Source: an optimization exercise on an open RTL-to-GDS flow (aim: small area, a short achievable clock period and few clock cycles). Production flows keep margins and buffers that such runs may drop. Function was checked by simulation only, so behaviour that the tests miss may differ from the original.

==> design/flow/design.v <==
`default_nettype    none
module subterranean_round
(
    input wire [256:0] a,
    input wire [32:0] din,
    output wire [256:0] o,
    output wire [31:0] dout
);
wire [256:0] a_after_chi_iota;
wire [256:0] a_after_theta;
assign a_after_chi_iota[0]     = ~(a[0]   ^   ((~a[1])     & a[2]));
assign a_after_chi_iota[254:1] = a[254:1] ^   ((~a[255:2]) & a[256:3]);
assign a_after_chi_iota[255]   = a[255]   ^   ((~a[256])   & a[0]);
assign a_after_chi_iota[256]   = a[256]   ^   ((~a[0])     & a[1]);
assign a_after_theta[12]  = a_after_chi_iota[12]  ^ a_after_chi_iota[15]  ^ a_after_chi_iota[20]  ^ din[0];
assign a_after_theta[56]  = a_after_chi_iota[56]  ^ a_after_chi_iota[59]  ^ a_after_chi_iota[64]  ^ din[1];
assign a_after_theta[90]  = a_after_chi_iota[90]  ^ a_after_chi_iota[93]  ^ a_after_chi_iota[98]  ^ din[2];
assign a_after_theta[163] = a_after_chi_iota[163] ^ a_after_chi_iota[166] ^ a_after_chi_iota[171] ^ din[3];
assign a_after_theta[161] = a_after_chi_iota[161] ^ a_after_chi_iota[164] ^ a_after_chi_iota[169] ^ din[4];
assign a_after_theta[66]  = a_after_chi_iota[66]  ^ a_after_chi_iota[69]  ^ a_after_chi_iota[74]  ^ din[5];
assign a_after_theta[51]  = a_after_chi_iota[51]  ^ a_after_chi_iota[54]  ^ a_after_chi_iota[59]  ^ din[6];
assign a_after_theta[238] = a_after_chi_iota[238] ^ a_after_chi_iota[241] ^ a_after_chi_iota[246] ^ din[7];
assign a_after_theta[254] = a_after_chi_iota[254] ^ a_after_chi_iota[0]   ^ a_after_chi_iota[5]   ^ din[8];
assign a_after_theta[243] = a_after_chi_iota[243] ^ a_after_chi_iota[246] ^ a_after_chi_iota[251] ^ din[9];
assign a_after_theta[106] = a_after_chi_iota[106] ^ a_after_chi_iota[109] ^ a_after_chi_iota[114] ^ din[10];
assign a_after_theta[152] = a_after_chi_iota[152] ^ a_after_chi_iota[155] ^ a_after_chi_iota[160] ^ din[11];
assign a_after_theta[24]  = a_after_chi_iota[24]  ^ a_after_chi_iota[27]  ^ a_after_chi_iota[32]  ^ din[12];
assign a_after_theta[112] = a_after_chi_iota[112] ^ a_after_chi_iota[115] ^ a_after_chi_iota[120] ^ din[13];
assign a_after_theta[180] = a_after_chi_iota[180] ^ a_after_chi_iota[183] ^ a_after_chi_iota[188] ^ din[14];
assign a_after_theta[69]  = a_after_chi_iota[69]  ^ a_after_chi_iota[72]  ^ a_after_chi_iota[77]  ^ din[15];
assign a_after_theta[65]  = a_after_chi_iota[65]  ^ a_after_chi_iota[68]  ^ a_after_chi_iota[73]  ^ din[16];
assign a_after_theta[132] = a_after_chi_iota[132] ^ a_after_chi_iota[135] ^ a_after_chi_iota[140] ^ din[17];
assign a_after_theta[102] = a_after_chi_iota[102] ^ a_after_chi_iota[105] ^ a_after_chi_iota[110] ^ din[18];
assign a_after_theta[219] = a_after_chi_iota[219] ^ a_after_chi_iota[222] ^ a_after_chi_iota[227] ^ din[19];
assign a_after_theta[251] = a_after_chi_iota[251] ^ a_after_chi_iota[254] ^ a_after_chi_iota[2]   ^ din[20];
assign a_after_theta[229] = a_after_chi_iota[229] ^ a_after_chi_iota[232] ^ a_after_chi_iota[237] ^ din[21];
assign a_after_theta[212] = a_after_chi_iota[212] ^ a_after_chi_iota[215] ^ a_after_chi_iota[220] ^ din[22];
assign a_after_theta[47]  = a_after_chi_iota[47]  ^ a_after_chi_iota[50]  ^ a_after_chi_iota[55]  ^ din[23];
assign a_after_theta[48]  = a_after_chi_iota[48]  ^ a_after_chi_iota[51]  ^ a_after_chi_iota[56]  ^ din[24];
assign a_after_theta[224] = a_after_chi_iota[224] ^ a_after_chi_iota[227] ^ a_after_chi_iota[232] ^ din[25];
assign a_after_theta[103] = a_after_chi_iota[103] ^ a_after_chi_iota[106] ^ a_after_chi_iota[111] ^ din[26];
assign a_after_theta[138] = a_after_chi_iota[138] ^ a_after_chi_iota[141] ^ a_after_chi_iota[146] ^ din[27];
assign a_after_theta[130] = a_after_chi_iota[130] ^ a_after_chi_iota[133] ^ a_after_chi_iota[138] ^ din[28];
assign a_after_theta[7]   = a_after_chi_iota[7]   ^ a_after_chi_iota[10]  ^ a_after_chi_iota[15]  ^ din[29];
assign a_after_theta[204] = a_after_chi_iota[204] ^ a_after_chi_iota[207] ^ a_after_chi_iota[212] ^ din[30];
assign a_after_theta[181] = a_after_chi_iota[181] ^ a_after_chi_iota[184] ^ a_after_chi_iota[189] ^ din[31];
assign a_after_theta[245] = a_after_chi_iota[245] ^ a_after_chi_iota[248] ^ a_after_chi_iota[253] ^ din[32];
assign a_after_theta[0] = a_after_chi_iota[0] ^ a_after_chi_iota[3] ^ a_after_chi_iota[8];
assign a_after_theta[36] = a_after_chi_iota[36] ^ a_after_chi_iota[39] ^ a_after_chi_iota[44];
assign a_after_theta[60] = a_after_chi_iota[60] ^ a_after_chi_iota[63] ^ a_after_chi_iota[68];
assign a_after_theta[72] = a_after_chi_iota[72] ^ a_after_chi_iota[75] ^ a_after_chi_iota[80];
assign a_after_theta[84] = a_after_chi_iota[84] ^ a_after_chi_iota[87] ^ a_after_chi_iota[92];
assign a_after_theta[96] = a_after_chi_iota[96] ^ a_after_chi_iota[99] ^ a_after_chi_iota[104];
assign a_after_theta[108] = a_after_chi_iota[108] ^ a_after_chi_iota[111] ^ a_after_chi_iota[116];
assign a_after_theta[120] = a_after_chi_iota[120] ^ a_after_chi_iota[123] ^ a_after_chi_iota[128];
assign a_after_theta[144] = a_after_chi_iota[144] ^ a_after_chi_iota[147] ^ a_after_chi_iota[152];
assign a_after_theta[156] = a_after_chi_iota[156] ^ a_after_chi_iota[159] ^ a_after_chi_iota[164];
assign a_after_theta[168] = a_after_chi_iota[168] ^ a_after_chi_iota[171] ^ a_after_chi_iota[176];
assign a_after_theta[192] = a_after_chi_iota[192] ^ a_after_chi_iota[195] ^ a_after_chi_iota[200];
assign a_after_theta[216] = a_after_chi_iota[216] ^ a_after_chi_iota[219] ^ a_after_chi_iota[224];
assign a_after_theta[228] = a_after_chi_iota[228] ^ a_after_chi_iota[231] ^ a_after_chi_iota[236];
assign a_after_theta[240] = a_after_chi_iota[240] ^ a_after_chi_iota[243] ^ a_after_chi_iota[248];
assign a_after_theta[252] = a_after_chi_iota[252] ^ a_after_chi_iota[255] ^ a_after_chi_iota[3];
assign a_after_theta[19] = a_after_chi_iota[19] ^ a_after_chi_iota[22] ^ a_after_chi_iota[27];
assign a_after_theta[31] = a_after_chi_iota[31] ^ a_after_chi_iota[34] ^ a_after_chi_iota[39];
assign a_after_theta[43] = a_after_chi_iota[43] ^ a_after_chi_iota[46] ^ a_after_chi_iota[51];
assign a_after_theta[55] = a_after_chi_iota[55] ^ a_after_chi_iota[58] ^ a_after_chi_iota[63];
assign a_after_theta[67] = a_after_chi_iota[67] ^ a_after_chi_iota[70] ^ a_after_chi_iota[75];
assign a_after_theta[79] = a_after_chi_iota[79] ^ a_after_chi_iota[82] ^ a_after_chi_iota[87];
assign a_after_theta[91] = a_after_chi_iota[91] ^ a_after_chi_iota[94] ^ a_after_chi_iota[99];
assign a_after_theta[115] = a_after_chi_iota[115] ^ a_after_chi_iota[118] ^ a_after_chi_iota[123];
assign a_after_theta[127] = a_after_chi_iota[127] ^ a_after_chi_iota[130] ^ a_after_chi_iota[135];
assign a_after_theta[139] = a_after_chi_iota[139] ^ a_after_chi_iota[142] ^ a_after_chi_iota[147];
assign a_after_theta[151] = a_after_chi_iota[151] ^ a_after_chi_iota[154] ^ a_after_chi_iota[159];
assign a_after_theta[175] = a_after_chi_iota[175] ^ a_after_chi_iota[178] ^ a_after_chi_iota[183];
assign a_after_theta[187] = a_after_chi_iota[187] ^ a_after_chi_iota[190] ^ a_after_chi_iota[195];
assign a_after_theta[199] = a_after_chi_iota[199] ^ a_after_chi_iota[202] ^ a_after_chi_iota[207];
assign a_after_theta[211] = a_after_chi_iota[211] ^ a_after_chi_iota[214] ^ a_after_chi_iota[219];
assign a_after_theta[223] = a_after_chi_iota[223] ^ a_after_chi_iota[226] ^ a_after_chi_iota[231];
assign a_after_theta[235] = a_after_chi_iota[235] ^ a_after_chi_iota[238] ^ a_after_chi_iota[243];
assign a_after_theta[247] = a_after_chi_iota[247] ^ a_after_chi_iota[250] ^ a_after_chi_iota[255];
assign a_after_theta[2] = a_after_chi_iota[2] ^ a_after_chi_iota[5] ^ a_after_chi_iota[10];
assign a_after_theta[14] = a_after_chi_iota[14] ^ a_after_chi_iota[17] ^ a_after_chi_iota[22];
assign a_after_theta[26] = a_after_chi_iota[26] ^ a_after_chi_iota[29] ^ a_after_chi_iota[34];
assign a_after_theta[38] = a_after_chi_iota[38] ^ a_after_chi_iota[41] ^ a_after_chi_iota[46];
assign a_after_theta[50] = a_after_chi_iota[50] ^ a_after_chi_iota[53] ^ a_after_chi_iota[58];
assign a_after_theta[62] = a_after_chi_iota[62] ^ a_after_chi_iota[65] ^ a_after_chi_iota[70];
assign a_after_theta[74] = a_after_chi_iota[74] ^ a_after_chi_iota[77] ^ a_after_chi_iota[82];
assign a_after_theta[86] = a_after_chi_iota[86] ^ a_after_chi_iota[89] ^ a_after_chi_iota[94];
assign a_after_theta[98] = a_after_chi_iota[98] ^ a_after_chi_iota[101] ^ a_after_chi_iota[106];
assign a_after_theta[110] = a_after_chi_iota[110] ^ a_after_chi_iota[113] ^ a_after_chi_iota[118];
assign a_after_theta[122] = a_after_chi_iota[122] ^ a_after_chi_iota[125] ^ a_after_chi_iota[130];
assign a_after_theta[134] = a_after_chi_iota[134] ^ a_after_chi_iota[137] ^ a_after_chi_iota[142];
assign a_after_theta[146] = a_after_chi_iota[146] ^ a_after_chi_iota[149] ^ a_after_chi_iota[154];
assign a_after_theta[158] = a_after_chi_iota[158] ^ a_after_chi_iota[161] ^ a_after_chi_iota[166];
assign a_after_theta[170] = a_after_chi_iota[170] ^ a_after_chi_iota[173] ^ a_after_chi_iota[178];
assign a_after_theta[182] = a_after_chi_iota[182] ^ a_after_chi_iota[185] ^ a_after_chi_iota[190];
assign a_after_theta[194] = a_after_chi_iota[194] ^ a_after_chi_iota[197] ^ a_after_chi_iota[202];
assign a_after_theta[206] = a_after_chi_iota[206] ^ a_after_chi_iota[209] ^ a_after_chi_iota[214];
assign a_after_theta[218] = a_after_chi_iota[218] ^ a_after_chi_iota[221] ^ a_after_chi_iota[226];
assign a_after_theta[230] = a_after_chi_iota[230] ^ a_after_chi_iota[233] ^ a_after_chi_iota[238];
assign a_after_theta[242] = a_after_chi_iota[242] ^ a_after_chi_iota[245] ^ a_after_chi_iota[250];
assign a_after_theta[9] = a_after_chi_iota[9] ^ a_after_chi_iota[12] ^ a_after_chi_iota[17];
assign a_after_theta[21] = a_after_chi_iota[21] ^ a_after_chi_iota[24] ^ a_after_chi_iota[29];
assign a_after_theta[33] = a_after_chi_iota[33] ^ a_after_chi_iota[36] ^ a_after_chi_iota[41];
assign a_after_theta[45] = a_after_chi_iota[45] ^ a_after_chi_iota[48] ^ a_after_chi_iota[53];
assign a_after_theta[57] = a_after_chi_iota[57] ^ a_after_chi_iota[60] ^ a_after_chi_iota[65];
assign a_after_theta[81] = a_after_chi_iota[81] ^ a_after_chi_iota[84] ^ a_after_chi_iota[89];
assign a_after_theta[93] = a_after_chi_iota[93] ^ a_after_chi_iota[96] ^ a_after_chi_iota[101];
assign a_after_theta[105] = a_after_chi_iota[105] ^ a_after_chi_iota[108] ^ a_after_chi_iota[113];
assign a_after_theta[117] = a_after_chi_iota[117] ^ a_after_chi_iota[120] ^ a_after_chi_iota[125];
assign a_after_theta[129] = a_after_chi_iota[129] ^ a_after_chi_iota[132] ^ a_after_chi_iota[137];
assign a_after_theta[141] = a_after_chi_iota[141] ^ a_after_chi_iota[144] ^ a_after_chi_iota[149];
assign a_after_theta[153] = a_after_chi_iota[153] ^ a_after_chi_iota[156] ^ a_after_chi_iota[161];
assign a_after_theta[165] = a_after_chi_iota[165] ^ a_after_chi_iota[168] ^ a_after_chi_iota[173];
assign a_after_theta[177] = a_after_chi_iota[177] ^ a_after_chi_iota[180] ^ a_after_chi_iota[185];
assign a_after_theta[189] = a_after_chi_iota[189] ^ a_after_chi_iota[192] ^ a_after_chi_iota[197];
assign a_after_theta[201] = a_after_chi_iota[201] ^ a_after_chi_iota[204] ^ a_after_chi_iota[209];
assign a_after_theta[213] = a_after_chi_iota[213] ^ a_after_chi_iota[216] ^ a_after_chi_iota[221];
assign a_after_theta[225] = a_after_chi_iota[225] ^ a_after_chi_iota[228] ^ a_after_chi_iota[233];
assign a_after_theta[237] = a_after_chi_iota[237] ^ a_after_chi_iota[240] ^ a_after_chi_iota[245];
assign a_after_theta[249] = a_after_chi_iota[249] ^ a_after_chi_iota[252] ^ a_after_chi_iota[0];
assign a_after_theta[4] = a_after_chi_iota[4] ^ a_after_chi_iota[7] ^ a_after_chi_iota[12];
assign a_after_theta[16] = a_after_chi_iota[16] ^ a_after_chi_iota[19] ^ a_after_chi_iota[24];
assign a_after_theta[28] = a_after_chi_iota[28] ^ a_after_chi_iota[31] ^ a_after_chi_iota[36];
assign a_after_theta[40] = a_after_chi_iota[40] ^ a_after_chi_iota[43] ^ a_after_chi_iota[48];
assign a_after_theta[52] = a_after_chi_iota[52] ^ a_after_chi_iota[55] ^ a_after_chi_iota[60];
assign a_after_theta[64] = a_after_chi_iota[64] ^ a_after_chi_iota[67] ^ a_after_chi_iota[72];
assign a_after_theta[76] = a_after_chi_iota[76] ^ a_after_chi_iota[79] ^ a_after_chi_iota[84];
assign a_after_theta[88] = a_after_chi_iota[88] ^ a_after_chi_iota[91] ^ a_after_chi_iota[96];
assign a_after_theta[100] = a_after_chi_iota[100] ^ a_after_chi_iota[103] ^ a_after_chi_iota[108];
assign a_after_theta[124] = a_after_chi_iota[124] ^ a_after_chi_iota[127] ^ a_after_chi_iota[132];
assign a_after_theta[136] = a_after_chi_iota[136] ^ a_after_chi_iota[139] ^ a_after_chi_iota[144];
assign a_after_theta[148] = a_after_chi_iota[148] ^ a_after_chi_iota[151] ^ a_after_chi_iota[156];
assign a_after_theta[160] = a_after_chi_iota[160] ^ a_after_chi_iota[163] ^ a_after_chi_iota[168];
assign a_after_theta[172] = a_after_chi_iota[172] ^ a_after_chi_iota[175] ^ a_after_chi_iota[180];
assign a_after_theta[184] = a_after_chi_iota[184] ^ a_after_chi_iota[187] ^ a_after_chi_iota[192];
assign a_after_theta[196] = a_after_chi_iota[196] ^ a_after_chi_iota[199] ^ a_after_chi_iota[204];
assign a_after_theta[208] = a_after_chi_iota[208] ^ a_after_chi_iota[211] ^ a_after_chi_iota[216];
assign a_after_theta[220] = a_after_chi_iota[220] ^ a_after_chi_iota[223] ^ a_after_chi_iota[228];
assign a_after_theta[232] = a_after_chi_iota[232] ^ a_after_chi_iota[235] ^ a_after_chi_iota[240];
assign a_after_theta[244] = a_after_chi_iota[244] ^ a_after_chi_iota[247] ^ a_after_chi_iota[252];
assign a_after_theta[256] = a_after_chi_iota[256] ^ a_after_chi_iota[2] ^ a_after_chi_iota[7];
assign a_after_theta[11] = a_after_chi_iota[11] ^ a_after_chi_iota[14] ^ a_after_chi_iota[19];
assign a_after_theta[23] = a_after_chi_iota[23] ^ a_after_chi_iota[26] ^ a_after_chi_iota[31];
assign a_after_theta[35] = a_after_chi_iota[35] ^ a_after_chi_iota[38] ^ a_after_chi_iota[43];
assign a_after_theta[59] = a_after_chi_iota[59] ^ a_after_chi_iota[62] ^ a_after_chi_iota[67];
assign a_after_theta[71] = a_after_chi_iota[71] ^ a_after_chi_iota[74] ^ a_after_chi_iota[79];
assign a_after_theta[83] = a_after_chi_iota[83] ^ a_after_chi_iota[86] ^ a_after_chi_iota[91];
assign a_after_theta[95] = a_after_chi_iota[95] ^ a_after_chi_iota[98] ^ a_after_chi_iota[103];
assign a_after_theta[107] = a_after_chi_iota[107] ^ a_after_chi_iota[110] ^ a_after_chi_iota[115];
assign a_after_theta[119] = a_after_chi_iota[119] ^ a_after_chi_iota[122] ^ a_after_chi_iota[127];
assign a_after_theta[131] = a_after_chi_iota[131] ^ a_after_chi_iota[134] ^ a_after_chi_iota[139];
assign a_after_theta[143] = a_after_chi_iota[143] ^ a_after_chi_iota[146] ^ a_after_chi_iota[151];
assign a_after_theta[155] = a_after_chi_iota[155] ^ a_after_chi_iota[158] ^ a_after_chi_iota[163];
assign a_after_theta[167] = a_after_chi_iota[167] ^ a_after_chi_iota[170] ^ a_after_chi_iota[175];
assign a_after_theta[179] = a_after_chi_iota[179] ^ a_after_chi_iota[182] ^ a_after_chi_iota[187];
assign a_after_theta[191] = a_after_chi_iota[191] ^ a_after_chi_iota[194] ^ a_after_chi_iota[199];
assign a_after_theta[203] = a_after_chi_iota[203] ^ a_after_chi_iota[206] ^ a_after_chi_iota[211];
assign a_after_theta[215] = a_after_chi_iota[215] ^ a_after_chi_iota[218] ^ a_after_chi_iota[223];
assign a_after_theta[227] = a_after_chi_iota[227] ^ a_after_chi_iota[230] ^ a_after_chi_iota[235];
assign a_after_theta[239] = a_after_chi_iota[239] ^ a_after_chi_iota[242] ^ a_after_chi_iota[247];
assign a_after_theta[6] = a_after_chi_iota[6] ^ a_after_chi_iota[9] ^ a_after_chi_iota[14];
assign a_after_theta[18] = a_after_chi_iota[18] ^ a_after_chi_iota[21] ^ a_after_chi_iota[26];
assign a_after_theta[30] = a_after_chi_iota[30] ^ a_after_chi_iota[33] ^ a_after_chi_iota[38];
assign a_after_theta[42] = a_after_chi_iota[42] ^ a_after_chi_iota[45] ^ a_after_chi_iota[50];
assign a_after_theta[54] = a_after_chi_iota[54] ^ a_after_chi_iota[57] ^ a_after_chi_iota[62];
assign a_after_theta[78] = a_after_chi_iota[78] ^ a_after_chi_iota[81] ^ a_after_chi_iota[86];
assign a_after_theta[114] = a_after_chi_iota[114] ^ a_after_chi_iota[117] ^ a_after_chi_iota[122];
assign a_after_theta[126] = a_after_chi_iota[126] ^ a_after_chi_iota[129] ^ a_after_chi_iota[134];
assign a_after_theta[150] = a_after_chi_iota[150] ^ a_after_chi_iota[153] ^ a_after_chi_iota[158];
assign a_after_theta[162] = a_after_chi_iota[162] ^ a_after_chi_iota[165] ^ a_after_chi_iota[170];
assign a_after_theta[174] = a_after_chi_iota[174] ^ a_after_chi_iota[177] ^ a_after_chi_iota[182];
assign a_after_theta[186] = a_after_chi_iota[186] ^ a_after_chi_iota[189] ^ a_after_chi_iota[194];
assign a_after_theta[198] = a_after_chi_iota[198] ^ a_after_chi_iota[201] ^ a_after_chi_iota[206];
assign a_after_theta[210] = a_after_chi_iota[210] ^ a_after_chi_iota[213] ^ a_after_chi_iota[218];
assign a_after_theta[222] = a_after_chi_iota[222] ^ a_after_chi_iota[225] ^ a_after_chi_iota[230];
assign a_after_theta[234] = a_after_chi_iota[234] ^ a_after_chi_iota[237] ^ a_after_chi_iota[242];
assign a_after_theta[246] = a_after_chi_iota[246] ^ a_after_chi_iota[249] ^ a_after_chi_iota[254];
assign a_after_theta[1] = a_after_chi_iota[1] ^ a_after_chi_iota[4] ^ a_after_chi_iota[9];
assign a_after_theta[13] = a_after_chi_iota[13] ^ a_after_chi_iota[16] ^ a_after_chi_iota[21];
assign a_after_theta[25] = a_after_chi_iota[25] ^ a_after_chi_iota[28] ^ a_after_chi_iota[33];
assign a_after_theta[37] = a_after_chi_iota[37] ^ a_after_chi_iota[40] ^ a_after_chi_iota[45];
assign a_after_theta[49] = a_after_chi_iota[49] ^ a_after_chi_iota[52] ^ a_after_chi_iota[57];
assign a_after_theta[61] = a_after_chi_iota[61] ^ a_after_chi_iota[64] ^ a_after_chi_iota[69];
assign a_after_theta[73] = a_after_chi_iota[73] ^ a_after_chi_iota[76] ^ a_after_chi_iota[81];
assign a_after_theta[85] = a_after_chi_iota[85] ^ a_after_chi_iota[88] ^ a_after_chi_iota[93];
assign a_after_theta[97] = a_after_chi_iota[97] ^ a_after_chi_iota[100] ^ a_after_chi_iota[105];
assign a_after_theta[109] = a_after_chi_iota[109] ^ a_after_chi_iota[112] ^ a_after_chi_iota[117];
assign a_after_theta[121] = a_after_chi_iota[121] ^ a_after_chi_iota[124] ^ a_after_chi_iota[129];
assign a_after_theta[133] = a_after_chi_iota[133] ^ a_after_chi_iota[136] ^ a_after_chi_iota[141];
assign a_after_theta[145] = a_after_chi_iota[145] ^ a_after_chi_iota[148] ^ a_after_chi_iota[153];
assign a_after_theta[157] = a_after_chi_iota[157] ^ a_after_chi_iota[160] ^ a_after_chi_iota[165];
assign a_after_theta[169] = a_after_chi_iota[169] ^ a_after_chi_iota[172] ^ a_after_chi_iota[177];
assign a_after_theta[193] = a_after_chi_iota[193] ^ a_after_chi_iota[196] ^ a_after_chi_iota[201];
assign a_after_theta[205] = a_after_chi_iota[205] ^ a_after_chi_iota[208] ^ a_after_chi_iota[213];
assign a_after_theta[217] = a_after_chi_iota[217] ^ a_after_chi_iota[220] ^ a_after_chi_iota[225];
assign a_after_theta[241] = a_after_chi_iota[241] ^ a_after_chi_iota[244] ^ a_after_chi_iota[249];
assign a_after_theta[253] = a_after_chi_iota[253] ^ a_after_chi_iota[256] ^ a_after_chi_iota[4];
assign a_after_theta[8] = a_after_chi_iota[8] ^ a_after_chi_iota[11] ^ a_after_chi_iota[16];
assign a_after_theta[20] = a_after_chi_iota[20] ^ a_after_chi_iota[23] ^ a_after_chi_iota[28];
assign a_after_theta[32] = a_after_chi_iota[32] ^ a_after_chi_iota[35] ^ a_after_chi_iota[40];
assign a_after_theta[44] = a_after_chi_iota[44] ^ a_after_chi_iota[47] ^ a_after_chi_iota[52];
assign a_after_theta[68] = a_after_chi_iota[68] ^ a_after_chi_iota[71] ^ a_after_chi_iota[76];
assign a_after_theta[80] = a_after_chi_iota[80] ^ a_after_chi_iota[83] ^ a_after_chi_iota[88];
assign a_after_theta[92] = a_after_chi_iota[92] ^ a_after_chi_iota[95] ^ a_after_chi_iota[100];
assign a_after_theta[104] = a_after_chi_iota[104] ^ a_after_chi_iota[107] ^ a_after_chi_iota[112];
assign a_after_theta[116] = a_after_chi_iota[116] ^ a_after_chi_iota[119] ^ a_after_chi_iota[124];
assign a_after_theta[128] = a_after_chi_iota[128] ^ a_after_chi_iota[131] ^ a_after_chi_iota[136];
assign a_after_theta[140] = a_after_chi_iota[140] ^ a_after_chi_iota[143] ^ a_after_chi_iota[148];
assign a_after_theta[164] = a_after_chi_iota[164] ^ a_after_chi_iota[167] ^ a_after_chi_iota[172];
assign a_after_theta[176] = a_after_chi_iota[176] ^ a_after_chi_iota[179] ^ a_after_chi_iota[184];
assign a_after_theta[188] = a_after_chi_iota[188] ^ a_after_chi_iota[191] ^ a_after_chi_iota[196];
assign a_after_theta[200] = a_after_chi_iota[200] ^ a_after_chi_iota[203] ^ a_after_chi_iota[208];
assign a_after_theta[236] = a_after_chi_iota[236] ^ a_after_chi_iota[239] ^ a_after_chi_iota[244];
assign a_after_theta[248] = a_after_chi_iota[248] ^ a_after_chi_iota[251] ^ a_after_chi_iota[256];
assign a_after_theta[3] = a_after_chi_iota[3] ^ a_after_chi_iota[6] ^ a_after_chi_iota[11];
assign a_after_theta[15] = a_after_chi_iota[15] ^ a_after_chi_iota[18] ^ a_after_chi_iota[23];
assign a_after_theta[27] = a_after_chi_iota[27] ^ a_after_chi_iota[30] ^ a_after_chi_iota[35];
assign a_after_theta[39] = a_after_chi_iota[39] ^ a_after_chi_iota[42] ^ a_after_chi_iota[47];
assign a_after_theta[63] = a_after_chi_iota[63] ^ a_after_chi_iota[66] ^ a_after_chi_iota[71];
assign a_after_theta[75] = a_after_chi_iota[75] ^ a_after_chi_iota[78] ^ a_after_chi_iota[83];
assign a_after_theta[87] = a_after_chi_iota[87] ^ a_after_chi_iota[90] ^ a_after_chi_iota[95];
assign a_after_theta[99] = a_after_chi_iota[99] ^ a_after_chi_iota[102] ^ a_after_chi_iota[107];
assign a_after_theta[111] = a_after_chi_iota[111] ^ a_after_chi_iota[114] ^ a_after_chi_iota[119];
assign a_after_theta[123] = a_after_chi_iota[123] ^ a_after_chi_iota[126] ^ a_after_chi_iota[131];
assign a_after_theta[135] = a_after_chi_iota[135] ^ a_after_chi_iota[138] ^ a_after_chi_iota[143];
assign a_after_theta[147] = a_after_chi_iota[147] ^ a_after_chi_iota[150] ^ a_after_chi_iota[155];
assign a_after_theta[159] = a_after_chi_iota[159] ^ a_after_chi_iota[162] ^ a_after_chi_iota[167];
assign a_after_theta[171] = a_after_chi_iota[171] ^ a_after_chi_iota[174] ^ a_after_chi_iota[179];
assign a_after_theta[183] = a_after_chi_iota[183] ^ a_after_chi_iota[186] ^ a_after_chi_iota[191];
assign a_after_theta[195] = a_after_chi_iota[195] ^ a_after_chi_iota[198] ^ a_after_chi_iota[203];
assign a_after_theta[207] = a_after_chi_iota[207] ^ a_after_chi_iota[210] ^ a_after_chi_iota[215];
assign a_after_theta[231] = a_after_chi_iota[231] ^ a_after_chi_iota[234] ^ a_after_chi_iota[239];
assign a_after_theta[255] = a_after_chi_iota[255] ^ a_after_chi_iota[1] ^ a_after_chi_iota[6];
assign a_after_theta[10] = a_after_chi_iota[10] ^ a_after_chi_iota[13] ^ a_after_chi_iota[18];
assign a_after_theta[22] = a_after_chi_iota[22] ^ a_after_chi_iota[25] ^ a_after_chi_iota[30];
assign a_after_theta[34] = a_after_chi_iota[34] ^ a_after_chi_iota[37] ^ a_after_chi_iota[42];
assign a_after_theta[46] = a_after_chi_iota[46] ^ a_after_chi_iota[49] ^ a_after_chi_iota[54];
assign a_after_theta[58] = a_after_chi_iota[58] ^ a_after_chi_iota[61] ^ a_after_chi_iota[66];
assign a_after_theta[70] = a_after_chi_iota[70] ^ a_after_chi_iota[73] ^ a_after_chi_iota[78];
assign a_after_theta[82] = a_after_chi_iota[82] ^ a_after_chi_iota[85] ^ a_after_chi_iota[90];
assign a_after_theta[94] = a_after_chi_iota[94] ^ a_after_chi_iota[97] ^ a_after_chi_iota[102];
assign a_after_theta[118] = a_after_chi_iota[118] ^ a_after_chi_iota[121] ^ a_after_chi_iota[126];
assign a_after_theta[142] = a_after_chi_iota[142] ^ a_after_chi_iota[145] ^ a_after_chi_iota[150];
assign a_after_theta[154] = a_after_chi_iota[154] ^ a_after_chi_iota[157] ^ a_after_chi_iota[162];
assign a_after_theta[166] = a_after_chi_iota[166] ^ a_after_chi_iota[169] ^ a_after_chi_iota[174];
assign a_after_theta[178] = a_after_chi_iota[178] ^ a_after_chi_iota[181] ^ a_after_chi_iota[186];
assign a_after_theta[190] = a_after_chi_iota[190] ^ a_after_chi_iota[193] ^ a_after_chi_iota[198];
assign a_after_theta[202] = a_after_chi_iota[202] ^ a_after_chi_iota[205] ^ a_after_chi_iota[210];
assign a_after_theta[214] = a_after_chi_iota[214] ^ a_after_chi_iota[217] ^ a_after_chi_iota[222];
assign a_after_theta[226] = a_after_chi_iota[226] ^ a_after_chi_iota[229] ^ a_after_chi_iota[234];
assign a_after_theta[250] = a_after_chi_iota[250] ^ a_after_chi_iota[253] ^ a_after_chi_iota[1];
assign a_after_theta[5] = a_after_chi_iota[5] ^ a_after_chi_iota[8] ^ a_after_chi_iota[13];
assign a_after_theta[17] = a_after_chi_iota[17] ^ a_after_chi_iota[20] ^ a_after_chi_iota[25];
assign a_after_theta[29] = a_after_chi_iota[29] ^ a_after_chi_iota[32] ^ a_after_chi_iota[37];
assign a_after_theta[41] = a_after_chi_iota[41] ^ a_after_chi_iota[44] ^ a_after_chi_iota[49];
assign a_after_theta[53] = a_after_chi_iota[53] ^ a_after_chi_iota[56] ^ a_after_chi_iota[61];
assign a_after_theta[77] = a_after_chi_iota[77] ^ a_after_chi_iota[80] ^ a_after_chi_iota[85];
assign a_after_theta[89] = a_after_chi_iota[89] ^ a_after_chi_iota[92] ^ a_after_chi_iota[97];
assign a_after_theta[101] = a_after_chi_iota[101] ^ a_after_chi_iota[104] ^ a_after_chi_iota[109];
assign a_after_theta[113] = a_after_chi_iota[113] ^ a_after_chi_iota[116] ^ a_after_chi_iota[121];
assign a_after_theta[125] = a_after_chi_iota[125] ^ a_after_chi_iota[128] ^ a_after_chi_iota[133];
assign a_after_theta[137] = a_after_chi_iota[137] ^ a_after_chi_iota[140] ^ a_after_chi_iota[145];
assign a_after_theta[149] = a_after_chi_iota[149] ^ a_after_chi_iota[152] ^ a_after_chi_iota[157];
assign a_after_theta[173] = a_after_chi_iota[173] ^ a_after_chi_iota[176] ^ a_after_chi_iota[181];
assign a_after_theta[185] = a_after_chi_iota[185] ^ a_after_chi_iota[188] ^ a_after_chi_iota[193];
assign a_after_theta[197] = a_after_chi_iota[197] ^ a_after_chi_iota[200] ^ a_after_chi_iota[205];
assign a_after_theta[209] = a_after_chi_iota[209] ^ a_after_chi_iota[212] ^ a_after_chi_iota[217];
assign a_after_theta[221] = a_after_chi_iota[221] ^ a_after_chi_iota[224] ^ a_after_chi_iota[229];
assign a_after_theta[233] = a_after_chi_iota[233] ^ a_after_chi_iota[236] ^ a_after_chi_iota[241];
generate
    genvar gen_j;
    for (gen_j = 0; gen_j < 257; gen_j = gen_j + 1) begin: pi_step
        assign o[gen_j] = a_after_theta[(12*gen_j) % 257];
    end
endgenerate
assign dout[0]  = a[1]   ^ a[256];
assign dout[1]  = a[176] ^ a[81];
assign dout[2]  = a[136] ^ a[121];
assign dout[3]  = a[35]  ^ a[222];
assign dout[4]  = a[249] ^ a[8];
assign dout[5]  = a[134] ^ a[123];
assign dout[6]  = a[197] ^ a[60];
assign dout[7]  = a[234] ^ a[23];
assign dout[8]  = a[64]  ^ a[193];
assign dout[9]  = a[213] ^ a[44];
assign dout[10] = a[223] ^ a[34];
assign dout[11] = a[184] ^ a[73];
assign dout[12] = a[2]   ^ a[255];
assign dout[13] = a[95]  ^ a[162];
assign dout[14] = a[15]  ^ a[242];
assign dout[15] = a[70]  ^ a[187];
assign dout[16] = a[241] ^ a[16];
assign dout[17] = a[11]  ^ a[246];
assign dout[18] = a[137] ^ a[120];
assign dout[19] = a[211] ^ a[46];
assign dout[20] = a[128] ^ a[129];
assign dout[21] = a[169] ^ a[88];
assign dout[22] = a[189] ^ a[68];
assign dout[23] = a[111] ^ a[146];
assign dout[24] = a[4]   ^ a[253];
assign dout[25] = a[190] ^ a[67];
assign dout[26] = a[30]  ^ a[227];
assign dout[27] = a[140] ^ a[117];
assign dout[28] = a[225] ^ a[32];
assign dout[29] = a[22]  ^ a[235];
assign dout[30] = a[17]  ^ a[240];
assign dout[31] = a[165] ^ a[92];
endmodule
`default_nettype    none
module subterranean_lwc
#(parameter ASYNC_RSTN = 0,
parameter G_PWIDTH = 32,
parameter G_SWIDTH = 32,
parameter G_SEGMENT_SIZE_BITS = 16,
parameter G_HASH_SIZE_WORDS = 8,
parameter G_TAG_SIZE_WORDS = 4
)
(
    input wire clk,
    input wire rst,
    input wire [(G_PWIDTH-1):0] pdi_data,
    input wire pdi_valid,
    output wire pdi_ready,
    input wire [(G_SWIDTH-1):0] sdi_data,
    input wire sdi_valid,
    output wire sdi_ready,
    output wire [(G_PWIDTH-1):0] do_data,
    output wire do_valid,
    input wire do_ready,
    output wire do_last
);
localparam P_IDLE = 4'd0,  P_NHDR = 4'd1,  P_NDAT = 4'd2,  P_AHDR = 4'd3,
           P_ADAT = 4'd4,  P_PHDR = 4'd5,  P_PDAT = 4'd6,  P_TAG  = 4'd7,
           P_THDR = 4'd8,  P_TDAT = 4'd9,  P_SQ   = 4'd10, P_STAT = 4'd11,
           P_HHDR = 4'd12, P_HDAT = 4'd13;
function [31:0] bswap(input [31:0] x);
    bswap = {x[7:0], x[15:8], x[23:16], x[31:24]};
endfunction
reg [3:0] ph;
reg [256:0] st;
reg [4:0] nr;           
reg nz;                 
reg [3:0] cnt;          
reg [15:0] len;         
reg lastw;              
reg [2:0] wsize;        
reg eot;
reg dec;
reg fail;
reg [1:0] bidx;         
reg [1:0] sph;          
reg [1:0] kcnt;
reg kact;               
reg [32:0] o0, o1;
reg v0, v1;
reg prdy, srdy;         
reg m_key;              
reg m_word;             
reg m_hash;             
reg m_sq;               
reg m_t;                
reg dfull;              
reg [3:0] ph_n;
reg [4:0] nr_n;
reg [3:0] cnt_n;
reg [15:0] len_n;
reg eot_n, dec_n, fail_n, kact_n;
reg [1:0] bidx_n, sph_n, kcnt_n;
reg push;
reg [32:0] pw;
wire ptake = pdi_valid & prdy;
wire stake = sdi_valid & srdy;
wire [4:0] nr_dec = nz ? 5'd0 : (nr - 5'd1);
wire wr_ok = ~v1;
wire pop = v0 & do_ready;
wire [31:0] z;
wire [31:0] y;
always @(*) begin
    ph_n = ph;
    nr_n = nr_dec;
    cnt_n = cnt;
    len_n = len;
    eot_n = eot;
    dec_n = dec;
    fail_n = fail;
    kact_n = kact;
    bidx_n = bidx;
    sph_n = sph;
    kcnt_n = kcnt;
    push = 1'b0;
    pw = 33'd0;
    if (stake) begin
        case (sph)
            2'd0 : sph_n = 2'd1;
            2'd1 : begin sph_n = 2'd2; kcnt_n = 2'd0; end
            default : begin
                kcnt_n = kcnt + 2'd1;
                if (kcnt == 2'd3) begin
                    sph_n = 2'd0;
                    kact_n = 1'b0;
                    nr_n = 5'd1;
                end
            end
        endcase
    end
    case (ph)
        P_IDLE : if (ptake) begin
            case (pdi_data[31:28])
                4'h7 : kact_n = 1'b1;
                4'h2, 4'h3 : begin
                    dec_n = pdi_data[28];
                    fail_n = 1'b0;
                    ph_n = P_NHDR;
                end
                4'h8 : begin
                    fail_n = 1'b0;
                    ph_n = P_HHDR;
                    push = 1'b1;
                    pw = {1'b0, 4'h9, 4'h3, 8'h00, 16'd32};
                end
                default : ;
            endcase
        end
        P_NHDR : if (ptake) begin
            cnt_n = 4'd4;
            ph_n = P_NDAT;
        end
        P_NDAT : if (ptake) begin
            cnt_n = cnt - 4'd1;
            if (cnt == 4'd1) begin
                nr_n = 5'd9;
                ph_n = P_AHDR;
            end
        end
        P_AHDR : if (ptake) begin
            len_n = pdi_data[15:0];
            eot_n = pdi_data[25];
            if (pdi_data[15:0] == 16'd0) begin
                nr_n = nr_dec + 5'd1;
                ph_n = P_PHDR;
            end else
                ph_n = P_ADAT;
        end
        P_ADAT : if (ptake) begin
            len_n = len - 16'd4;
            if (lastw) begin
                if (eot) begin
                    if (wsize == 3'd4) nr_n = 5'd1;
                    ph_n = P_PHDR;
                end else
                    ph_n = P_AHDR;
            end
        end
        P_PHDR : if (ptake) begin
            push = 1'b1;
            pw = {1'b0, dec ? 4'h4 : 4'h5, 2'b00, pdi_data[25], dec & pdi_data[25], 8'h00, pdi_data[15:0]};
            len_n = pdi_data[15:0];
            eot_n = pdi_data[25];
            if (pdi_data[15:0] == 16'd0) begin
                nr_n = nr_dec + 5'd9;
                ph_n = dec ? P_THDR : P_TAG;
            end else
                ph_n = P_PDAT;
        end
        P_PDAT : if (ptake) begin
            push = 1'b1;
            pw = {lastw & eot, bswap(y)};
            len_n = len - 16'd4;
            if (lastw) begin
                if (eot) begin
                    nr_n = (wsize == 3'd4) ? 5'd9 : 5'd8;
                    ph_n = dec ? P_THDR : P_TAG;
                end else
                    ph_n = P_PHDR;
            end
        end
        P_TAG : if (wr_ok) begin
            push = 1'b1;
            pw = {1'b0, 32'h83000010};
            cnt_n = 4'd4;
            ph_n = P_SQ;
        end
        P_THDR : if (ptake) begin
            cnt_n = 4'd4;
            ph_n = P_TDAT;
        end
        P_TDAT : if (ptake) begin
            if ((y != 32'd0) && (cnt != 4'd1)) fail_n = 1'b1;
            cnt_n = cnt - 4'd1;
            if (cnt == 4'd1) ph_n = P_STAT;
        end
        P_SQ : if (m_sq) begin
            push = 1'b1;
            pw = {cnt == 4'd1, bswap(z)};
            cnt_n = cnt - 4'd1;
            if (cnt == 4'd1) ph_n = P_STAT;
        end
        P_STAT : if (wr_ok) begin
            push = 1'b1;
            pw = {1'b1, fail ? 4'hF : 4'hE, 28'd0};
            ph_n = P_IDLE;
        end
        P_HHDR : if (ptake) begin
            len_n = pdi_data[15:0];
            eot_n = pdi_data[25];
            bidx_n = 2'd0;
            if (pdi_data[15:0] == 16'd0) begin
                nr_n = nr_dec + 5'd10;
                cnt_n = 4'd8;
                ph_n = P_SQ;
            end else
                ph_n = P_HDAT;
        end
        P_HDAT : if (pdi_valid & m_hash) begin
            nr_n = 5'd1;
            bidx_n = bidx + 2'd1;
            if (ptake) begin
                bidx_n = 2'd0;
                len_n = len - 16'd4;
                if (lastw) begin
                    if (eot) begin
                        nr_n = 5'd11;
                        cnt_n = 4'd8;
                        ph_n = P_SQ;
                    end else
                        ph_n = P_HHDR;
                end
            end
        end
        default : ph_n = P_IDLE;
    endcase
end
reg v0_n, v1_n;
always @(*) begin
    v0_n = v0;
    v1_n = v1;
    if (v1) begin
        if (pop) v1_n = 1'b0;
    end else if (push) begin
        if (v0 & ~pop) v1_n = 1'b1;
        else v0_n = 1'b1;
    end else if (pop) begin
        v0_n = 1'b0;
    end
end
wire nz_n = (nr_n == 5'd0);
wire lastw_n = (len_n[15:3] == 13'd0) && ((len_n[2] == 1'b0) || (len_n[1:0] == 2'b00));
wire [2:0] wsize_n = lastw_n ? len_n[2:0] : 3'd4;
wire hlast_n = (bidx_n == (wsize_n[1:0] - 2'd1));
wire wr_ok_n = ~v1_n;
reg prdy_n, m_word_n, m_hash_n, m_sq_n;
always @(*) begin
    prdy_n = 1'b0;
    m_word_n = 1'b0;
    m_hash_n = 1'b0;
    m_sq_n = 1'b0;
    case (ph_n)
        P_IDLE : prdy_n = wr_ok_n;
        P_NHDR, P_AHDR, P_THDR, P_HHDR : prdy_n = 1'b1;
        P_NDAT : begin prdy_n = ~kact_n & nz_n; m_word_n = prdy_n; end
        P_ADAT : begin prdy_n = nz_n; m_word_n = prdy_n; end
        P_PHDR : prdy_n = wr_ok_n;
        P_PDAT : begin prdy_n = nz_n & wr_ok_n; m_word_n = prdy_n; end
        P_TDAT : prdy_n = nz_n;
        P_SQ   : m_sq_n = nz_n & wr_ok_n;
        P_HDAT : begin prdy_n = nz_n & hlast_n; m_hash_n = nz_n; end
        default : ;
    endcase
end
wire srdy_n = (sph_n != 2'd2) | (kact_n & nz_n);
wire m_key_n = (sph_n == 2'd2) & kact_n & nz_n;
wire m_t_n = (ph_n == P_TDAT) & nz_n;
wire dfull_n = m_key_n | (ph_n == P_NDAT) | (ph_n == P_TDAT);
always @(posedge clk) begin
    if (rst) begin
        ph <= P_IDLE;
        nr <= 5'd0;
        nz <= 1'b1;
        sph <= 2'd0;
        kact <= 1'b0;
        v0 <= 1'b0;
        v1 <= 1'b0;
        prdy <= 1'b0;
        srdy <= 1'b0;
        m_key <= 1'b0;
        m_word <= 1'b0;
        m_hash <= 1'b0;
        m_sq <= 1'b0;
        m_t <= 1'b0;
        dfull <= 1'b0;
    end else begin
        ph <= ph_n;
        nr <= nr_n;
        nz <= nz_n;
        sph <= sph_n;
        kact <= kact_n;
        v0 <= v0_n;
        v1 <= v1_n;
        prdy <= prdy_n;
        srdy <= srdy_n;
        m_key <= m_key_n;
        m_word <= m_word_n;
        m_hash <= m_hash_n;
        m_sq <= m_sq_n;
        m_t <= m_t_n;
        dfull <= dfull_n;
    end
end
always @(posedge clk) begin
    cnt <= cnt_n;
    len <= len_n;
    lastw <= lastw_n;
    wsize <= wsize_n;
    eot <= eot_n;
    dec <= dec_n;
    fail <= fail_n;
    bidx <= bidx_n;
    kcnt <= kcnt_n;
end
always @(posedge clk) begin
    if (v1) begin
        if (pop) o0 <= o1;
    end else if (push) begin
        if (v0 & ~pop) o1 <= pw;
        else o0 <= pw;
    end
end
wire [256:0] st_next;
reg [32:0] din;
wire [31:0] src_c = bswap(m_key ? sdi_data : pdi_data);
wire [2:0] dsize = dfull ? 3'd4 : wsize;
reg [31:0] mask;
always @(*) begin
    case (dsize)
        3'd0 : mask = 32'h00000000;
        3'd1 : mask = 32'h000000FF;
        3'd2 : mask = 32'h0000FFFF;
        3'd3 : mask = 32'h00FFFFFF;
        default : mask = 32'hFFFFFFFF;
    endcase
end
wire [31:0] x = src_c & mask;
assign y = (z ^ x) & mask;
reg [7:0] hbyte;
always @(*) begin
    case (bidx)
        2'd0 : hbyte = pdi_data[31:24];
        2'd1 : hbyte = pdi_data[23:16];
        2'd2 : hbyte = pdi_data[15:8];
        default : hbyte = pdi_data[7:0];
    endcase
end
always @(*) begin
    if (m_key | m_word) begin
        din[31:0] = (dec & (ph == P_PDAT)) ? y : x;
        din[32] = 1'b0;
        case (dsize)
            3'd0 : din[0]  = din[0]  ^ 1'b1;
            3'd1 : din[8]  = din[8]  ^ 1'b1;
            3'd2 : din[16] = din[16] ^ 1'b1;
            3'd3 : din[24] = din[24] ^ 1'b1;
            default : din[32] = 1'b1;
        endcase
    end else if (m_hash) begin
        din = {24'd0, 1'b1, hbyte};
    end else begin
        din = 33'd1;
    end
end
subterranean_round round (
    .a(st),
    .din(din),
    .o(st_next),
    .dout(z)
);
wire do_round = ~nz | (sdi_valid & m_key) | (pdi_valid & (m_word | m_hash | m_t)) | m_sq;
wire init = ptake & (ph == P_IDLE) & ((pdi_data[31:28] == 4'h7) | (pdi_data[31:28] == 4'h8));
always @(posedge clk) begin
    if (init)
        st <= 257'd0;
    else if (do_round)
        st <= st_next;
end
assign pdi_ready = prdy;
assign sdi_ready = srdy;
assign do_data = o0[31:0];
assign do_last = o0[32];
assign do_valid = v0;
endmodule
==> design/flow/run.sh <==
#!/bin/bash
# synth_recipe.tcl (not shown) runs the flow's synth.tcl, then flattens the netlist and writes it again
# the make line also repeats each setting of config.mk as NAME=value (left out here)
make -C /OpenROAD-flow-scripts/flow DESIGN_CONFIG=/design/flow/config.mk WORK_HOME=/design/flow/orfs CLKGATE_MAP_FILE= SYNTH_SCRIPT=/design/flow/synth_recipe.tcl finish
==> design/flow/config.mk <==
export PLATFORM = sky130hd
export DESIGN_NAME = subterranean_lwc
export DESIGN_NICKNAME = subterranean_lwc
export VERILOG_FILES = /design/flow/design.v
export SDC_FILE = /design/flow/constraint.sdc
export NUM_CORES = 4
export LEC_CHECK = 0
export ABC_CLOCK_PERIOD_IN_PS = 2000
export CAP_MARGIN = 20
export CORE_MARGIN = 2
export CORE_UTILIZATION = 40
export SETUP_SLACK_MARGIN = 3.0
export SLEW_MARGIN = 20
==> design/flow/constraint.sdc <==
create_clock -name core_clock -period 5.0 [get_ports {clk}]
set_input_delay 1.0000 -clock core_clock [delete_from_list [all_inputs] [get_ports {clk}]]
set_output_delay 1.0000 -clock core_clock [all_outputs]
set_load 0.01 [all_outputs]
==> flow_summary_export.csv, run 1 <==
group,metric,value,unit
setup_path,slowest_stage,"dfxtp_1",
timing,whs,529,ps
timing,finalMaxSlewViolations,0,
final_layout,fin_nets,3350,
logic_synthesis,synth_top_cell_by_area,"xnor2_1",
logic_synthesis,async_flop_share,0,%
floorplanning,die_w,259,µm
job,maxCapViolCount,0,
floorplanning,row_count,93,
timing,fin_crit,2880,ps
global_routing,grt_pass1_wl,149,mm
floorplanning,io_pins,105,
logic_synthesis,ys.flop_type,"dfxtp_1",
final_layout,area_growth,41.6,%
global_routing,antenna_found_initial,3,
floorplanning,die_area,0.0673,mm²
cts,root_buffer,"clkbuf_16",
timing,setup-violations-final,0,
placement,gp_congestion,0.984,
setup_path,crit_required,5470,ps
setup_path,path_cells,"nand2_2 -> o22ai_4 -> a211oi_2 -> or4_4 -> or4_4 -> nor3b_2 -> a21o_1 -> a311oi_2",
logic_synthesis,netlist_instances,2929,
setup_path,end_kind,"flop",
logic_synthesis,synth_top_area_share,27.9,%
logic_synthesis,yosysSeqAreaShare,31.8,%
logic_synthesis,ys_ff_latch,377,
floorplanning,die_h,259,µm
cts,htreeDepth,2,
logic_synthesis,ys_top_cells_by_area,"xnor2_1, dfxtp_1, edfxtp_1, a211oi_1, nor2b_1",
routing,wl_per_cell,26.3,µm
cts,clockBufferDepth,3,
setup_path,worstSetupPathType,"flop to flop",
setup_path,crit_path_start_kind,"flop",
cts,cts_buffers,46,
placement,hpwl,76.5,mm
routing,ant_nets,0,
timing,tightestPinTransition,857,ps
setup_path,crit_arrival,3350,ps
routing,drtPass1Iterations,7,
cts,clock_sinks,377,
setup_path,cp_common_cell,"or4_4",
cts,clk_pin_slew,70,ps
timing,tns,0,ps
timing,slew_headroom,42.9,%
logic_synthesis,syn_area_per_cell,8.91,µm²
final_layout,drive_above_1_share,33.1,%
routing,via_per_inst,5.82,
setup_path,worstPathMaxFanout,7,
logic_synthesis,synth_area,0.0261,mm²
timing,rsz0062_at_grt,"yes",
timing,finalHoldViolations,0,
global_routing,gr-total-overflow,0,
logic_synthesis,post_synth_num_cell_types,91,
timing,skew,37.0,ps
routing,routed_wl,109,mm
routing,drt_iter0_drc,2961,
setup_path,crit_family,"simple AND/OR/NAND/NOR gates",
setup_path,crit_buf_inv,0,
global_routing,grt_pass1_vias,22042,
outcome,status,"no timing/DRC/antenna violations",
timing,fmax,347,MHz
routing,drc,0,
logic_synthesis,synth-edff-count,75,
cts,insertion_delay,610,ps
worst_hold_path,holdCritPathClass,"flop to flop",
logic_synthesis,synthesis.nets,3010,
global_routing,grt_start_max_net_pins,85,
logic_synthesis,netlist_top_cells_count,"xnor2_1, nor2_1, dfxtp_1",
timing,finalCritPeriodShare,57.6,%
routing,num_vias,24200,
cts,cts_tree,"built",
setup_path,max_stage_delay,670,ps
cts,ctsHoldBuffers,0,
placement,portBuffers,104,
floorplanning,core_area,0.0645,mm²
logic_synthesis,yosysMostFrequentCell,"xnor2_1",
floorplanning,start_util,40.5,%
global_routing,grtUsageTotal,29.6,%
logic_synthesis,ys_warn_count,1,
==> cell usage in the layout, fill, tap and decap left out, types with 14 or more instances in the layout <==
cell / instances
clkbuf_16: 74
edfxtp_1: 75
buf_6: 61
buf_4: 176
a21oi_1: 32
buf_12: 40
nor2_2: 18
buf_2: 48
buf_16: 14
buf_8: 21
xnor2_1: 778
mux2i_4: 30
xor2_1: 60
a211oi_1: 15
mux2_2: 14
a211oi_2: 246
dlygate4sd2_1: 34
nor2_1: 308
nor2b_1: 264
o21ai_0: 28
mux2_4: 20
inv_1: 35
xnor2_2: 52
nor3_1: 22
nor2_4: 22
dfxtp_1: 283
nand3_1: 16
nand2_1: 69
==> per-layer routing <==
metal,wire length (µm),track usage (%),share of wire [%],vias to the layer above
li1,-,-,-,10779
met1,47800,44.1,44,11875
met2,46200,44.3,42,1307
met3,11200,4.49,10,239
met4,4180,7.79,3.8,0
met5,0,0,0,-
==> cells by family after synthesis <==
| logic type | count (synthesis) | synth area share [%] |
|---|---|---|
| adders and majority gates | 14 | 0.652 |
| buffers and inverters | 188 | 2.95 |
| DFF | 377 | 31.8 |
| muxes | 75 | 3.04 |
| and+or+nand+nor | 859 | 16.8 |
| xor gates and xnor gates | 909 | 30.5 |
| AOI/OAI and AO/OA | 507 | 14.2 |
==> worst min-delay path, cell delays in order (launching register included) <==
cell     delay [ps]
dfxtp_1         320
o21ai_0          90
a21oi_1          70
==> worst paths after layout <==
check / startpoint / to / slack [ps] / cells past startpoint
setup / recovery: m_hash / prdy / 2120 / 8
hold / removal: sph[0] / sph[0] / 530 / 2
setup reg to reg: m_hash / prdy / 2120 / 8
hold reg to reg: sph[0] / sph[0] / 530 / 2
==> per-stage QoR <==
stage	utilization (%)	setup WS, ps	area [µm²]	std cells
finish	57.3	2120	37000	4160
detailed placement	45.7	721	29500	3798
CTS	51.9	2240	33400	4005
global placement	45.7	704	29500	3798
floorplan	-	1760	27900	2929
global route	57.3	2070	37000	4160
==> sequential cells by signal, indices dropped and copies added (netlist names), 3 cells and up <==
signal and flops:
cnt 4, o1 33, st 257, len 16, nr 5, o0 33
ph 4, wsize 3
==> final cells by class <==
| cell class | instances | area, µm² |
|---|---|---|
| Sequential cell | 377 | 8350 |
| Clock inverter | 28 | 357 |
| Tap cell | 855 | 1070 |
| Antenna cell | 1 | 2.50 |
| Clock buffer | 55 | 1250 |
| Inverter | 39 | 150 |
| Multi-Input combinational cell | 2365 | 20900 |
| Fill cell | 5478 | 27500 |
| Timing Repair Buffer | 440 | 4940 |
==> what timing repair did <==
action	CTS	global route
cloned	7	39
resized for setup	576	381
endpoints found under the setup margin	479	451
pin swaps	66	152
buffers inserted	117	115
Testbench counts, summed over its fixed seeds: cycles 13,493.
==> run 2: changes to the inputs <==
--- a/design/flow/design.v
+++ b/design/flow/design.v
@@ -336,3 +336,3 @@
            P_THDR = 4'd8,  P_TDAT = 4'd9,  P_SQ   = 4'd10, P_STAT = 4'd11,
-           P_HHDR = 4'd12, P_HDAT = 4'd13;
+           P_HHDR = 4'd12, P_HDAT = 4'd13, P_INST = 4'd14;
 function [31:0] bswap(input [31:0] x);
@@ -355,2 +355,4 @@
 reg kact;               
+reg hfirst;             
+reg pv, pc;             
 reg [32:0] o0, o1;
@@ -368,3 +370,3 @@
 reg [15:0] len_n;
-reg eot_n, dec_n, fail_n, kact_n;
+reg eot_n, dec_n, fail_n, kact_n, hfirst_n;
 reg [1:0] bidx_n, sph_n, kcnt_n;
@@ -374,2 +376,3 @@
 wire stake = sdi_valid & srdy;
+wire qpush = (pdi_valid & pv) | pc;
 wire [4:0] nr_dec = nz ? 5'd0 : (nr - 5'd1);
@@ -388,2 +391,3 @@
     kact_n = kact;
+    hfirst_n = hfirst;
     bidx_n = bidx;
@@ -409,15 +413,10 @@
         P_IDLE : if (ptake) begin
+            fail_n = 1'b0;
+            hfirst_n = 1'b1;
             case (pdi_data[31:28])
-                4'h7 : kact_n = 1'b1;
-                4'h2, 4'h3 : begin
-                    dec_n = pdi_data[28];
-                    fail_n = 1'b0;
-                    ph_n = P_NHDR;
-                end
-                4'h8 : begin
-                    fail_n = 1'b0;
-                    ph_n = P_HHDR;
-                    push = 1'b1;
-                    pw = {1'b0, 4'h9, 4'h3, 8'h00, 16'd32};
+                4'h7 : begin
+                    kact_n = 1'b1;
+                    ph_n = P_INST;
                 end
+                4'h8 : ph_n = P_HHDR;
                 default : ;
@@ -425,2 +424,6 @@
         end
+        P_INST : if (ptake) begin
+            dec_n = pdi_data[28];
+            ph_n = P_NHDR;
+        end
         P_NHDR : if (ptake) begin
@@ -505,2 +508,7 @@
         P_HHDR : if (ptake) begin
+            hfirst_n = 1'b0;
+            if (hfirst) begin
+                push = 1'b1;
+                pw = {1'b0, 4'h9, 4'h3, 8'h00, 16'd32};
+            end
             len_n = pdi_data[15:0];
@@ -540,3 +548,3 @@
         if (pop) v1_n = 1'b0;
-    end else if (push) begin
+    end else if (qpush) begin
         if (v0 & ~pop) v1_n = 1'b1;
@@ -559,4 +567,4 @@
     case (ph_n)
-        P_IDLE : prdy_n = wr_ok_n;
-        P_NHDR, P_AHDR, P_THDR, P_HHDR : prdy_n = 1'b1;
+        P_IDLE, P_INST, P_NHDR, P_AHDR, P_THDR : prdy_n = 1'b1;
+        P_HHDR : prdy_n = wr_ok_n;
         P_NDAT : begin prdy_n = ~kact_n & nz_n; m_word_n = prdy_n; end
@@ -572,2 +580,4 @@
 wire srdy_n = (sph_n != 2'd2) | (kact_n & nz_n);
+wire pv_n = prdy_n & ((ph_n == P_PHDR) | (ph_n == P_PDAT) | ((ph_n == P_HHDR) & hfirst_n));
+wire pc_n = m_sq_n | (((ph_n == P_TAG) | (ph_n == P_STAT)) & wr_ok_n);
 wire m_key_n = (sph_n == 2'd2) & kact_n & nz_n;
@@ -590,2 +600,4 @@
         m_sq <= 1'b0;
+        pv <= 1'b0;
+        pc <= 1'b0;
         m_t <= 1'b0;
@@ -606,2 +618,4 @@
         m_sq <= m_sq_n;
+        pv <= pv_n;
+        pc <= pc_n;
         m_t <= m_t_n;
@@ -620,2 +634,3 @@
     kcnt <= kcnt_n;
+    hfirst <= hfirst_n;
 end
@@ -624,3 +639,3 @@
         if (pop) o0 <= o1;
-    end else if (push) begin
+    end else if (qpush) begin
         if (v0 & ~pop) o1 <= pw;
@@ -678,3 +693,3 @@
 wire do_round = ~nz | (sdi_valid & m_key) | (pdi_valid & (m_word | m_hash | m_t)) | m_sq;
-wire init = ptake & (ph == P_IDLE) & ((pdi_data[31:28] == 4'h7) | (pdi_data[31:28] == 4'h8));
+wire init = ptake & (ph == P_IDLE);
 always @(posedge clk) begin
==> run 2 against run 1 <==
Net effect: area after synthesis increased by 0.38%; register-to-register slack got worse by 210 ps; critical endpoint is now pv; critical path depth increased by 2; first-iteration DRC count increased by 4.4%; still clean; core utilization increased by 0.19 points.
==> flow_summary_export.csv, run 2 <==
group,metric,value,unit
setup_path,max_stage_delay,380,ps
setup_path,cp_common_cell,"a21o_1",
routing,routed_wl,116,mm
floorplanning,io_pins,105,
logic_synthesis,netlist_top_cells_count,"xnor2_1, nor2_1, dfxtp_1",
placement,portBuffers,104,
logic_synthesis,ys_warn_count,1,
logic_synthesis,netlist_instances,2988,
floorplanning,die_area,0.0676,mm²
setup_path,crit_buf_inv,1,
logic_synthesis,ys_top_cells_by_area,"xnor2_1, dfxtp_1, edfxtp_1, a211oi_1, nor2b_1",
worst_hold_path,holdCritPathClass,"flop to flop",
timing,skew,44.1,ps
timing,setup-violations-final,0,
outcome,status,"no timing/DRC/antenna violations",
placement,hpwl,76.7,mm
floorplanning,row_count,93,
setup_path,crit_path_start_kind,"flop",
final_layout,mostFrequentLayoutCells,"xnor2_1, dfxtp_1, nor2b_1, nor2_1, buf_4",
setup_path,r2r_setup_slack,1910,ps
setup_path,slowest_stage,"or3_4",
timing,rsz0062_at_grt,"yes",
floorplanning,core_area,0.0646,mm²
logic_synthesis,synth_top_cell_by_area,"xnor2_1",
cts,cts_buffers,46,
timing,tns,0,ps
logic_synthesis,synth_top_area_share,27.8,%
cts,root_buffer,"clkbuf_16",
global_routing,gr-total-overflow,0,
routing,num_vias,24846,
logic_synthesis,yosysSeqAreaShare,31.9,%
timing,fmax,323,MHz
final_layout,regMostFlops,"st",
final_layout,final_common_cell,"xnor2_1",
global_routing,grtUsageTotal,31.1,%
timing,tightestPinTransition,902,ps
logic_synthesis,synth_area,0.0262,mm²
setup_path,worstSetupPathType,"flop to flop",
cts,clk_pin_slew,60,ps
setup_path,ff2ff_path_depth,10,
job,maxCapViolCount,0,
cts,clockBufferDepth,3,
setup_path,worstPathMaxFanout,7,
worst_hold_path,holdPathStages,2,
timing,fin_crit,3090,ps
logic_synthesis,ys_ff_latch,380,
timing,finalCritPeriodShare,61.9,%
cts,insertion_delay,630,ps
timing,finalMaxSlewViolations,0,
routing,via_per_inst,5.93,
logic_synthesis,yosysMostFrequentCell,"xnor2_1",
logic_synthesis,async_flop_share,0,%
logic_synthesis,syn_area_per_cell,8.77,µm²
worst_hold_path,holdCritStartpoint,"st[238]",
global_routing,grt_pass1_vias,22580,
global_routing,grt_start_max_net_pins,64,
routing,wl_per_cell,27.7,µm
global_routing,grt_pass1_wl,155,mm
logic_synthesis,synthesis.nets,3069,
cts,ctsHoldBuffers,0,
setup_path,r2r-end,"pv",
logic_synthesis,ys.flop_type,"dfxtp_1",
floorplanning,die_h,260,µm
timing,slew_headroom,39.7,%
final_layout,top_regs,"st x257, o0 x33, o1 x33",
setup_path,crit_required,5520,ps
setup_path,end_kind,"flop",
logic_synthesis,synth-edff-count,75,
floorplanning,start_util,40.6,%
placement,place_area,0.0294,mm²
final_layout,drive_above_1_share,32.7,%
routing,drc,0,
cts,clock_sinks,380,
final_layout,fin_nets,3381,
final_layout,design_area,0.0372,mm²
routing,drtPass1Iterations,6,
routing,drt_iter0_drc,3092,
setup_path,rr_startpoint,"ph[2]",
logic_synthesis,post_synth_num_cell_types,77,
setup_path,crit_family,"compound AO/OA/AOI/OAI gates",
final_layout,largest_reg_flops,257,
setup_path,path_cells,"buf_12 -> a21o_1 -> a221o_1 -> or3_4 -> a211o_1 -> nor4_2 -> nand4_1 -> a21o_1 -> o211a_1 -> a211oi_2",
final_layout,area_growth,41.8,%
cts,cts_tree,"built",
setup_path,crit_arrival,3610,ps
placement,gp_congestion,0.973,
global_routing,antenna_found_initial,3,
floorplanning,die_w,260,µm
routing,ant_nets,0,
cts,htreeDepth,2,
timing,finalHoldViolations,0,
worst_hold_path,hold_end,"st[238]",
run 2: cell types whose count changed in the layout (fill, tap and decap cells not counted), sizes merged, moves of 10 or more:
cell / delta
nand2b: +10
nor2: +36
nand2: +11
buf: -39
clkdlybuf4s50: +12
a22oi: -11
dlygate4sd2: -13
a21o: +13
a21oi: +27
run 2: stage by stage:
step	hold slack, ps	util [%]	cells	setup slack (ps)
2_1_floorplan	488	-	2988	1870
3_3_place_gp	508	45.6	3859	461
3_5_place_dp	524	45.6	3859	537
4_1_cts	532	52.8	4086	1970
5_1_grt	557	57.5	4192	1780
6_report	533	57.5	4193	1910
run 2: cells by family (layout without fill, tap and decap cells):
group	count (synthesis)	count (layout)	share of synthesized area (%)
AND/OR/NAND/NOR	912	912	17.3
XOR/XNOR	910	910	30.4
AO/OA/AOI/OAI	528	529	14.3
flip-flops	380	380	31.9
buffers and inverters	174	522	2.63
multiplexers	72	72	2.91
adder cells (fa/ha/maj)	12	12	0.573
other	0	1	0
run 2: worst max-delay path by stage:
| stage | slack (ps) | depth (start not counted) | start | to |
|---|---|---|---|---|
| floorplan | 1870 | 9 | pdi_data[13] | pc |
| global placement | 460 | 10 | pdi_valid | pv |
| detailed placement | 540 | 12 | pdi_valid | pv |
| CTS | 1970 | 10 | ph[3] | prdy |
| global route | 1780 | 11 | len[3] | prdy |
| finish | 1910 | 10 | ph[2] | pv |
run 2: final cells by class:
cell class              count  area [µm²]
fillers                  5468       27400
multi-input cells        2435       21400
flip-flops and latches    380        8410
repair buffers            405        4550
clock buffers              61        1310
well taps                 855        1070
clock inverters            24         309
inverters                  32         120
diodes                      1        2.50
run 2: timing repair:
action	in CTS	in global routing
pin swaps	125	162
cloned	18	34
setup endpoints to repair	481	459
buffers inserted	124	72
gates resized for setup	589	388
run 2: tightest hold or removal path, stage by stage, from the launching register on:
cell	delay (ps)
dfxtp_1	330
nor2_1	100
a211oi_1	50
run 2: metal layers:
layer	track usage [%]	share of wire, %	vias to the layer above
met5	0	0.011	-
met4	10.1	4.2	2
met3	5.38	10	259
met2	44.9	42	1345
met1	46.2	44	12353
li1	-	-	10887
Testbench counts of run 2, summed over its fixed seeds: cycles 13,493.

re-timing with driven ports:
No port has a modelled driver above. Below, the same layouts with a new extraction and two added sets of constraints. Step 1, drivers: a clkbuf_16 drives clk and a buf_2 each remaining input, both assumed. Step 2 adds t to the input delays and takes it off the output delays; t is the mean of the earliest and latest rising clock arrival at the registers after step 1. Input paths then give back, and output paths get back, about the clock's delay inside the block. Three values: ideal ports, drivers, drivers and shift; two values: the first two.
| run | t, ns | slack for setup (ns) | worst data-port slew with drivers (ns) |
|---|---|---|---|
| run 1 | 0.655 | 2.118 / 2.118 / 1.525 | 0.06 |
| run 2 | 0.670 | 1.906 / 1.906 / 1.269 | 0.07 |
After both steps every run listed still meets setup and hold. For run 2, which loses most, drivers alone change the setup slack by 0.000 ns; drivers and shift together by -0.637 ns.
